Context: an optimization exercise on an open-source flow, tuned for small area, a short achievable clock period and few clock cycles per item. The choices shown serve that exercise and are no tape-out recipe. At most, simulation tests tie the RTL to the original design; equivalence was not proved.

// lcm
module lcm#(
parameter DATA_W = 16)
(
input [DATA_W-1:0] A,
input [DATA_W-1:0] B,
input 			vld_in,
input			rst_n,
input 			clk,
output	wire	[DATA_W*2-1:0] 	lcm_out,
output	wire 	[DATA_W-1:0]	mcd_out,
output	reg					vld_out
);
Size in the first run: roughly 98 flip-flops, ~84 I/O pins, ~9000 sq um of cells after synthesis.
==> flow/config.mk <==
export PLATFORM = sky130hd
export DESIGN_NAME = lcm
export DESIGN_NICKNAME = lcm
export VERILOG_FILES = /design/flow/design.v
export SDC_FILE = /design/flow/constraint.sdc
export NUM_CORES = 4
export LEC_CHECK = 0
export ABC_AREA = 1
export CAP_MARGIN = 20
export CORE_MARGIN = 2
export CORE_UTILIZATION = 40
export SLEW_MARGIN = 20
==> flow/constraint.sdc <==
create_clock -name core_clock -period 100.0 [get_ports {clk}]
set_input_delay 20.0000 -clock core_clock [delete_from_list [all_inputs] [get_ports {clk}]]
set_output_delay 20.0000 -clock core_clock [all_outputs]
set_load 0.01 [all_outputs]
standard.sh (not shown) runs the stock make flow with config.mk's settings and CLKGATE_MAP_FILE= SYNTH_SCRIPT=/design/flow/synth_recipe.tcl, a recipe that flattens the netlist after the stock synthesis.
==> flow/flow/run.sh <==
#!/bin/bash
# Own layout flow: the standard flow (standard.sh) with two changes:
#  1. synthesis maps the logic with ABC's area mapper (amap, script
#     flow/abc_area_map.script) instead of ORFS's abc_area.script; every other
#     synthesis step, the registers and their names are the standard flow's own
#     (synth_recipe.tcl is used unchanged, with the abc command wrapped);
#  2. the port buffers are plain buf_1 cells (buffer_ports would pick
#     clkdlybuf4s50_1, which is bigger and slower).
# Each tool's output goes to a log in this folder (and ORFS's own logs under
# orfs/logs).
set -euo pipefail
here=$(pwd)
scr="$here/flow/abc_area_map.script"
{
  cat <<EOT
proc abc {args} {
  set i [lsearch -exact \$args -script]
  if {\$i >= 0} { lset args [expr {\$i + 1}] {$scr} }
  yosys abc {*}\$args
}
EOT
  cat synth_recipe.tcl
} > my_synth.tcl
sed "s#SYNTH_SCRIPT=[^ ]*#SYNTH_SCRIPT=$here/my_synth.tcl#" standard.sh > my_standard.sh
grep -q "SYNTH_SCRIPT=$here/my_synth.tcl" my_standard.sh
export BUFFER_PORTS_ARGS="-buffer_cell sky130_fd_sc_hd__buf_1"
bash my_standard.sh > flow.log 2>&1
==> flow/flow/abc_area_map.script <==
strash
dch
amap
topo
Testbench counts at the start, summed over its fixed seeds: cycles 10,955, items 1,600.
Change:
==> flow/flow/abc_area_map.script (replaced) <==
strash
ifraig
scorr
dc2
strash
dch -f
amap -m
topo
stime -c
buffer -c
upsize -c
dnsize -c
CTS_BUF_LIST = sky130_fd_sc_hd__clkbuf_4 sky130_fd_sc_hd__clkbuf_8   (was default)
=>
- The changed run produced a clean layout
- first-iteration DRC count grows by 33%
- critical path depth shrinks by 74
- sequential share of layout area shrinks by 0.41 points
- area after synthesis grows by 7.1%
- global-route usage hardly moves
- setup slack gets better by 0.041 ns
- non-clock buffer count shrinks by 7
- routed wire length grows by 8.3%
Change:
==> flow/flow/abc_area_map.script (replaced) <==
strash
dch
amap
topo
stime -c
buffer -c
upsize -c
dnsize -c
CTS_BUF_LIST = default   (was sky130_fd_sc_hd__clkbuf_4 sky130_fd_sc_hd__clkbuf_8)
What happened: Final area fell by about 1.7%. Global-route usage fell by 0.39 points. Via count fell by about 2%. First-iteration DRC count fell by 17%.
Change:
CTS_BUF_LIST = sky130_fd_sc_hd__clkbuf_8   (was default)
=> The changed run completed with no timing, DRC or antenna violations; die area is unchanged; via count hardly moves; sequential share of layout area is higher by 0.19 points; area after synthesis stays the same.
Change:
CORE_UTILIZATION = 65   (was 40)
CTS_BUF_LIST = default   (was sky130_fd_sc_hd__clkbuf_8)
Result: The new run passed the timing, DRC and antenna checks. Synthesized area does not change. Cell area is lower by 0.51%. Global-route usage is higher by 12 points. Cell count went down by 9.0%. Sequential cell count stays the same. Worst hold slack is worse by 0.044 ns. Setup slack gets better by 0.14 ns. Via count increases by 1.2%. Clock-buffer cell count goes up by 1.
Change:
==> flow/flow/abc_area_map.script (replaced) <==
strash
dch -f
amap
topo
stime -c
buffer -c
upsize -c
dnsize -c
CORE_UTILIZATION = 40   (was 65)
CTS_BUF_LIST = sky130_fd_sc_hd__clkbuf_4 sky130_fd_sc_hd__clkbuf_8   (was default)
- hold slack gains 0.044 ns
- worst setup slack loses 0.14 ns
- fmax shrinks by 0.66%
- design area stays flat
- via count shrinks by 2.0%


Another version of the RTL of lcm (not shown whole).
For scale: ~98 flip-flops, roughly 84 I/O pins, roughly 12000 µm² of cells after synthesis.
export LEC_CHECK = 0
export ABC_AREA = 1
export CAP_MARGIN = 20
export CORE_MARGIN = 2
export CORE_UTILIZATION = 40
export SLEW_MARGIN = 20
create_clock -name core_clock -period 100.0 [get_ports {clk}]
==> flow/flow/run.sh <==
#!/bin/bash
# The standard layout, with plain buf_1 cells as the port buffers
# (by default buffer_ports picks clkdlybuf4s50_1, which is bigger and slower).
set -o pipefail
export BUFFER_PORTS_ARGS="-buffer_cell sky130_fd_sc_hd__buf_1"
bash standard.sh > standard.log 2>&1
The starting point went through all stages and came out clean.
Rerun with:
- ABC_AREA: 1 -> not set
The new run passed the timing, DRC and antenna checks.
Setup slack is better by 0.21 ns.
Hold slack gains 0.041 ns.
Die area went up by about 6%.
Register-to-register slack loses 0.11 ns.
Cell count decreases by 13%.
No functional check of the RTL was part of any run of this note.


before:
The RTL this note starts from:
==> flow/design.v <==
`timescale 1ns/1ns
module lcm#(
parameter DATA_W = 16)
(
input [DATA_W-1:0] A,
input [DATA_W-1:0] B,
input 			vld_in,
input			rst_n,
input 			clk,
output	wire	[DATA_W*2-1:0] 	lcm_out,
output	wire 	[DATA_W-1:0]	mcd_out,
output	reg					vld_out
);
localparam W = DATA_W;
localparam P = 2*DATA_W;
reg [W-1:0] u, v;
reg [P-1:0] pu, pv;
reg         busy;
wire [W-1:0] uv = u | v;
wire [W-1:0] below;    
pfor #(W) pf (.x({uv[W-2:0], 1'b0}), .y(below));
wire [W-1:0] m = uv & ~below;
wire [W-1:0] u0 = u, v0 = v;
wire [P-1:0] pu0 = pu, pv0 = pv;
wire t1 = |(u0 & (m << 0));
wire t2 = |(u0 & (m << 1));
wire t3 = |(u0 & (m << 2));
wire t4 = |(u0 & (m << 3));
wire t5 = |(u0 & (m << 4));
wire t6 = |(v0 & (m << 0));
wire t7 = |(v0 & (m << 1));
wire t8 = |(v0 & (m << 2));
wire t9 = |(v0 & (m << 3));
wire t10 = |(v0 & (m << 4));
wire [W-1:0] u1, v1;
wire [P-1:0] pu1, pv1;
wire t11 = ~t1;
wire t12 = ~t6 & ~t11;
assign u1 = t11 ? (u0 >> 1) : u0;
assign pu1 = t11 ? (pu0 << 1) : pu0;
assign v1 = t12 ? (v0 >> 1) : v0;
assign pv1 = t12 ? (pv0 << 1) : pv0;
wire t13 = t11 ? t2 : t1;
wire t14 = t11 ? t3 : t2;
wire t15 = t11 ? t4 : t3;
wire t16 = t11 ? t5 : t4;
wire t17 = t12 ? t7 : t6;
wire t18 = t12 ? t8 : t7;
wire t19 = t12 ? t9 : t8;
wire t20 = t12 ? t10 : t9;
wire [W-1:0] u2, v2;
wire [P-1:0] pu2, pv2;
wire [W-1:0] d2, ad2; wire bo2, lt2, eq2;
fcmp #(W) cmp2 (.a(u1), .b(v1), .lt(lt2), .eq(eq2));
rsub #(W) sub2 (.a(lt2 ? v1 : u1), .b(lt2 ? u1 : v1), .d(ad2), .lt(bo2));
assign u2 = ad2;
radd #(P) add2 (.a(pu1), .b(pv1), .s(pv2));
assign v2 = lt2 ? u1 : v1;
assign pu2 = lt2 ? pv1 : pu1;
wire t21 = t13 ^ t17 ^ 1'b0;
wire t22 = (~t13 & t17) | (~(t13 ^ t17) & 1'b0);
wire t23 = t14 ^ t18 ^ t22;
wire t24 = (~t14 & t18) | (~(t14 ^ t18) & t22);
wire t25 = t15 ^ t19 ^ t24;
wire t26 = (~t15 & t19) | (~(t15 ^ t19) & t24);
wire t27 = t16 ^ t20 ^ t26;
wire t28 = (~t16 & t20) | (~(t16 ^ t20) & t26);
wire t29 = t21 ^ (lt2 & 1'b0);
wire t30 = 1'b0 | t21;
wire t31 = t23 ^ (lt2 & t30);
wire t32 = t30 | t23;
wire t33 = t25 ^ (lt2 & t32);
wire t34 = t32 | t25;
wire t35 = t27 ^ (lt2 & t34);
wire t36 = t34 | t27;
wire t37 = lt2 ? t13 : t17;
wire t38 = lt2 ? t14 : t18;
wire t39 = lt2 ? t15 : t19;
wire t40 = lt2 ? t16 : t20;
wire t41 = 1'b0 | eq2;
wire [W-1:0] u3, v3;
wire [P-1:0] pu3, pv3;
wire t42 = ~t29;
assign u3 = t42 ? (u2 >> 1) : u2;
assign pu3 = t42 ? (pu2 << 1) : pu2;
assign v3 = v2;
assign pv3 = pv2;
wire t43 = t42 ? t31 : t29;
wire t44 = t42 ? t33 : t31;
wire t45 = t42 ? t35 : t33;
wire [W-1:0] u4, v4;
wire [P-1:0] pu4, pv4;
wire t46 = ~t43;
assign u4 = t46 ? (u3 >> 1) : u3;
assign pu4 = t46 ? (pu3 << 1) : pu3;
assign v4 = v3;
assign pv4 = pv3;
wire t47 = t46 ? t44 : t43;
wire t48 = t46 ? t45 : t44;
wire [W-1:0] u5, v5;
wire [P-1:0] pu5, pv5;
wire [W-1:0] d5, ad5; wire bo5, lt5, eq5;
rsub #(W) sub5 (.a(u4), .b(v4), .d(d5), .lt(bo5));
assign lt5 = bo5;
assign eq5 = ~|d5;
cneg #(W) neg5 (.x(d5), .n(lt5), .y(ad5));
wire t49 = lt5 & ~t41;
assign u5 = ad5 & {W{~t41}};
radd #(P) add5 (.a(pv4), .b(pu4 & {P{~t41}}), .s(pv5));
assign v5 = t49 ? u4 : v4;
assign pu5 = t49 ? pv4 : pu4;
wire t50 = t47 ^ t37 ^ 1'b0;
wire t51 = (~t47 & t37) | (~(t47 ^ t37) & 1'b0);
wire t52 = t48 ^ t38 ^ t51;
wire t53 = (~t48 & t38) | (~(t48 ^ t38) & t51);
wire t54 = t41 | eq5;
wire [W-1:0] u6, v6;
wire [P-1:0] pu6, pv6;
wire t55 = |(u5 & (m << 0));
wire t56 = ~t55;
assign u6 = t56 ? (u5 >> 1) : u5;
assign pu6 = t56 ? (pu5 << 1) : pu5;
assign v6 = v5;
assign pv6 = pv5;
wire [W-1:0] u7, v7;
wire [P-1:0] pu7, pv7;
wire t57 = |(u6 & (m << 0));
wire t58 = ~t57;
assign u7 = t58 ? (u6 >> 1) : u6;
assign pu7 = t58 ? (pu6 << 1) : pu6;
assign v7 = v6;
assign pv7 = pv6;
wire done = t54;    
always @(posedge clk) begin
	if (!busy) begin
		u  <= A;
		v  <= B;
		pu <= {P{1'b0}};
		pv <= {{W{1'b0}}, A};
	end
	else begin
		u  <= u7;
		v  <= v7;
		pu <= pu7;
		pv <= pv7;
	end
end
always @(posedge clk or negedge rst_n)
	if (!rst_n) begin
		busy    <= 1'b0;
		vld_out <= 1'b0;
	end
	else begin
		busy    <= vld_in | (busy & ~done);
		vld_out <= busy & ~vld_in & done;
	end
assign mcd_out = v;
assign lcm_out = pv;
endmodule
module radd #(parameter N = 32) (input [N-1:0] a, input [N-1:0] b, output [N-1:0] s);
wire [N:0] c;
assign c[0] = 1'b0;
genvar i;
generate for (i = 0; i < N; i = i + 1) begin : g
	assign s[i] = a[i] ^ b[i] ^ c[i];
	assign c[i+1] = (a[i] & b[i]) | (c[i] & (a[i] ^ b[i]));
end endgenerate
endmodule
module rsub #(parameter N = 16) (input [N-1:0] a, input [N-1:0] b, output [N-1:0] d, output lt);
wire [N:0] c;
assign c[0] = 1'b1;
genvar i;
generate for (i = 0; i < N; i = i + 1) begin : g
	assign d[i] = a[i] ^ ~b[i] ^ c[i];
	assign c[i+1] = (a[i] & ~b[i]) | (c[i] & (a[i] ^ ~b[i]));
end endgenerate
assign lt = ~c[N];
endmodule
module cneg #(parameter N = 16) (input [N-1:0] x, input n, output [N-1:0] y);
wire [N:0] seen;
assign seen[0] = 1'b0;
genvar i;
generate for (i = 0; i < N; i = i + 1) begin : g
	assign y[i] = x[i] ^ (n & seen[i]);
	assign seen[i+1] = seen[i] | x[i];
end endgenerate
endmodule
module pfor #(parameter N = 16) (input [N-1:0] x, output [N-1:0] y);
generate
if (N == 1) begin : leaf
	assign y = x;
end
else begin : node
	wire [N/2-1:0] yl, yh;
	pfor #(N/2) lo (.x(x[N/2-1:0]), .y(yl));
	pfor #(N/2) hi (.x(x[N-1:N/2]), .y(yh));
	assign y = {yh | {(N/2){yl[N/2-1]}}, yl};
end
endgenerate
endmodule
module fcmp #(parameter N = 16) (input [N-1:0] a, input [N-1:0] b, output lt, output eq);
generate
if (N == 1) begin : leaf
	assign lt = ~a[0] & b[0];
	assign eq = ~(a[0] ^ b[0]);
end
else begin : node
	wire lth, eqh, ltl, eql;
	fcmp #(N/2) hi (.a(a[N-1:N/2]), .b(b[N-1:N/2]), .lt(lth), .eq(eqh));
	fcmp #(N/2) lo (.a(a[N/2-1:0]), .b(b[N/2-1:0]), .lt(ltl), .eq(eql));
	assign lt = lth | (eqh & ltl);
	assign eq = eqh & eql;
end
endgenerate
endmodule
export LEC_CHECK = 0
export ABC_AREA = 1
export CAP_MARGIN = 20
export CORE_MARGIN = 2
export CORE_UTILIZATION = 40
export CTS_BUF_LIST = sky130_fd_sc_hd__clkbuf_4 sky130_fd_sc_hd__clkbuf_8
export SLEW_MARGIN = 20
create_clock -name core_clock -period 100.0 [get_ports {clk}]
==> flow/flow/run.sh <==
#!/bin/bash
# Own layout flow: the standard flow (standard.sh) with two changes:
#  1. synthesis maps the logic with ABC's area mapper (amap, script
#     flow/abc_area_map.script) instead of ORFS's abc_area.script; every other
#     synthesis step, the registers and their names are the standard flow's own
#     (synth_recipe.tcl is used unchanged, with the abc command wrapped);
#  2. the port buffers are plain buf_1 cells (buffer_ports would pick
#     clkdlybuf4s50_1, which is bigger and slower).
# Each tool's output goes to a log in this folder (and ORFS's own logs under
# orfs/logs).
set -euo pipefail
here=$(pwd)
scr="$here/flow/abc_area_map.script"
{
  cat <<EOT
proc abc {args} {
  set i [lsearch -exact \$args -script]
  if {\$i >= 0} { lset args [expr {\$i + 1}] {$scr} }
  yosys abc {*}\$args
}
EOT
  cat synth_recipe.tcl
} > my_synth.tcl
sed "s#SYNTH_SCRIPT=[^ ]*#SYNTH_SCRIPT=$here/my_synth.tcl#" standard.sh > my_standard.sh
grep -q "SYNTH_SCRIPT=$here/my_synth.tcl" my_standard.sh
export BUFFER_PORTS_ARGS="-buffer_cell sky130_fd_sc_hd__buf_1"
bash my_standard.sh > flow.log 2>&1
==> flow/flow/abc_area_map.script <==
strash
dch
amap
topo
stime -c
buffer -c
upsize -c
dnsize -c
Testbench counts of before, summed over its fixed seeds: cycles 10,955, items 1,600.
Inputs modified between before and after:
Settings: changing CORE_UTILIZATION from 40 to 55; setting PLACE_DENSITY to 0.75 for the first time.
Findings:
Where final-layout worst hold slack is concerned, before is outperformed by after. From before to after the numbers moved as follows: final estimated routing congestion in global placement decreased 1.6%. Comparing after and before, non-clock buffer count in the final layout is lower on before.

==> re-timing with driven ports <==
In the flow no input, the clock included, has a driving cell. The finished layouts below were timed again as built, in two steps.
Step 1, drivers: a clkbuf_16 drives clk and a buf_2 each remaining input, both assumed.
Step 2 moves the port delays by t, midway between the first and last clock arrival at a register: inputs arrive t later, outputs are due t later. That takes back most of the time a late clock gives input paths.
Slacks: no drivers / after step 1 / after step 2; pairs: no drivers / after step 1.
| run | shift t [ns] | slack for setup (ns) | clock arrival spread, ns | worst register clock-pin slew, ns | worst slew at a driven data input, ns |
|---|---|---|---|---|---|
| the first run of note 1 | 0.406 | 78.883 / 78.883 / 78.883 | 0.008 / 0.008 | 0.08 / 0.08 | 0.05 |
| the second run of note 1 | 0.436 | 78.924 / 78.879 / 79.231 | 0.023 / 0.023 | 0.12 / 0.12 | 0.04 |
| the third run of note 1 | 0.406 | 78.951 / 78.903 / 79.310 | 0.007 / 0.007 | 0.08 / 0.08 | 0.04 |
| the fourth run of note 1 | 0.432 | 78.911 / 78.868 / 79.301 | 0.010 / 0.011 | 0.11 / 0.11 | 0.04 |
| the fifth run of note 1 | 0.400 | 79.053 / 79.005 / 79.198 | 0.013 / 0.012 | 0.08 / 0.08 | 0.04 |
| the sixth run of note 1 | 0.424 | 78.914 / 78.871 / 79.097 | 0.011 / 0.012 | 0.11 / 0.11 | 0.04 |
| the first run of note 2 | 0.411 | 78.132 / 78.159 / 77.748 | 0.015 / 0.015 | 0.08 / 0.08 | 0.05 |
| the second run of note 2 | 0.427 | 78.346 / 78.377 / 77.950 | 0.020 / 0.020 | 0.09 / 0.09 | 0.04 |
| before | 0.432 | 78.911 / 78.868 / 79.301 | 0.010 / 0.011 | 0.11 / 0.11 | 0.04 |
| after | 0.436 | 78.974 / 78.935 / 79.372 | 0.012 / 0.011 | 0.11 / 0.11 | 0.03 |
After both steps every run listed still meets setup and hold. For the second run of note 2, which loses most, drivers alone change the setup slack by +0.031 ns; drivers and shift together by -0.396 ns.
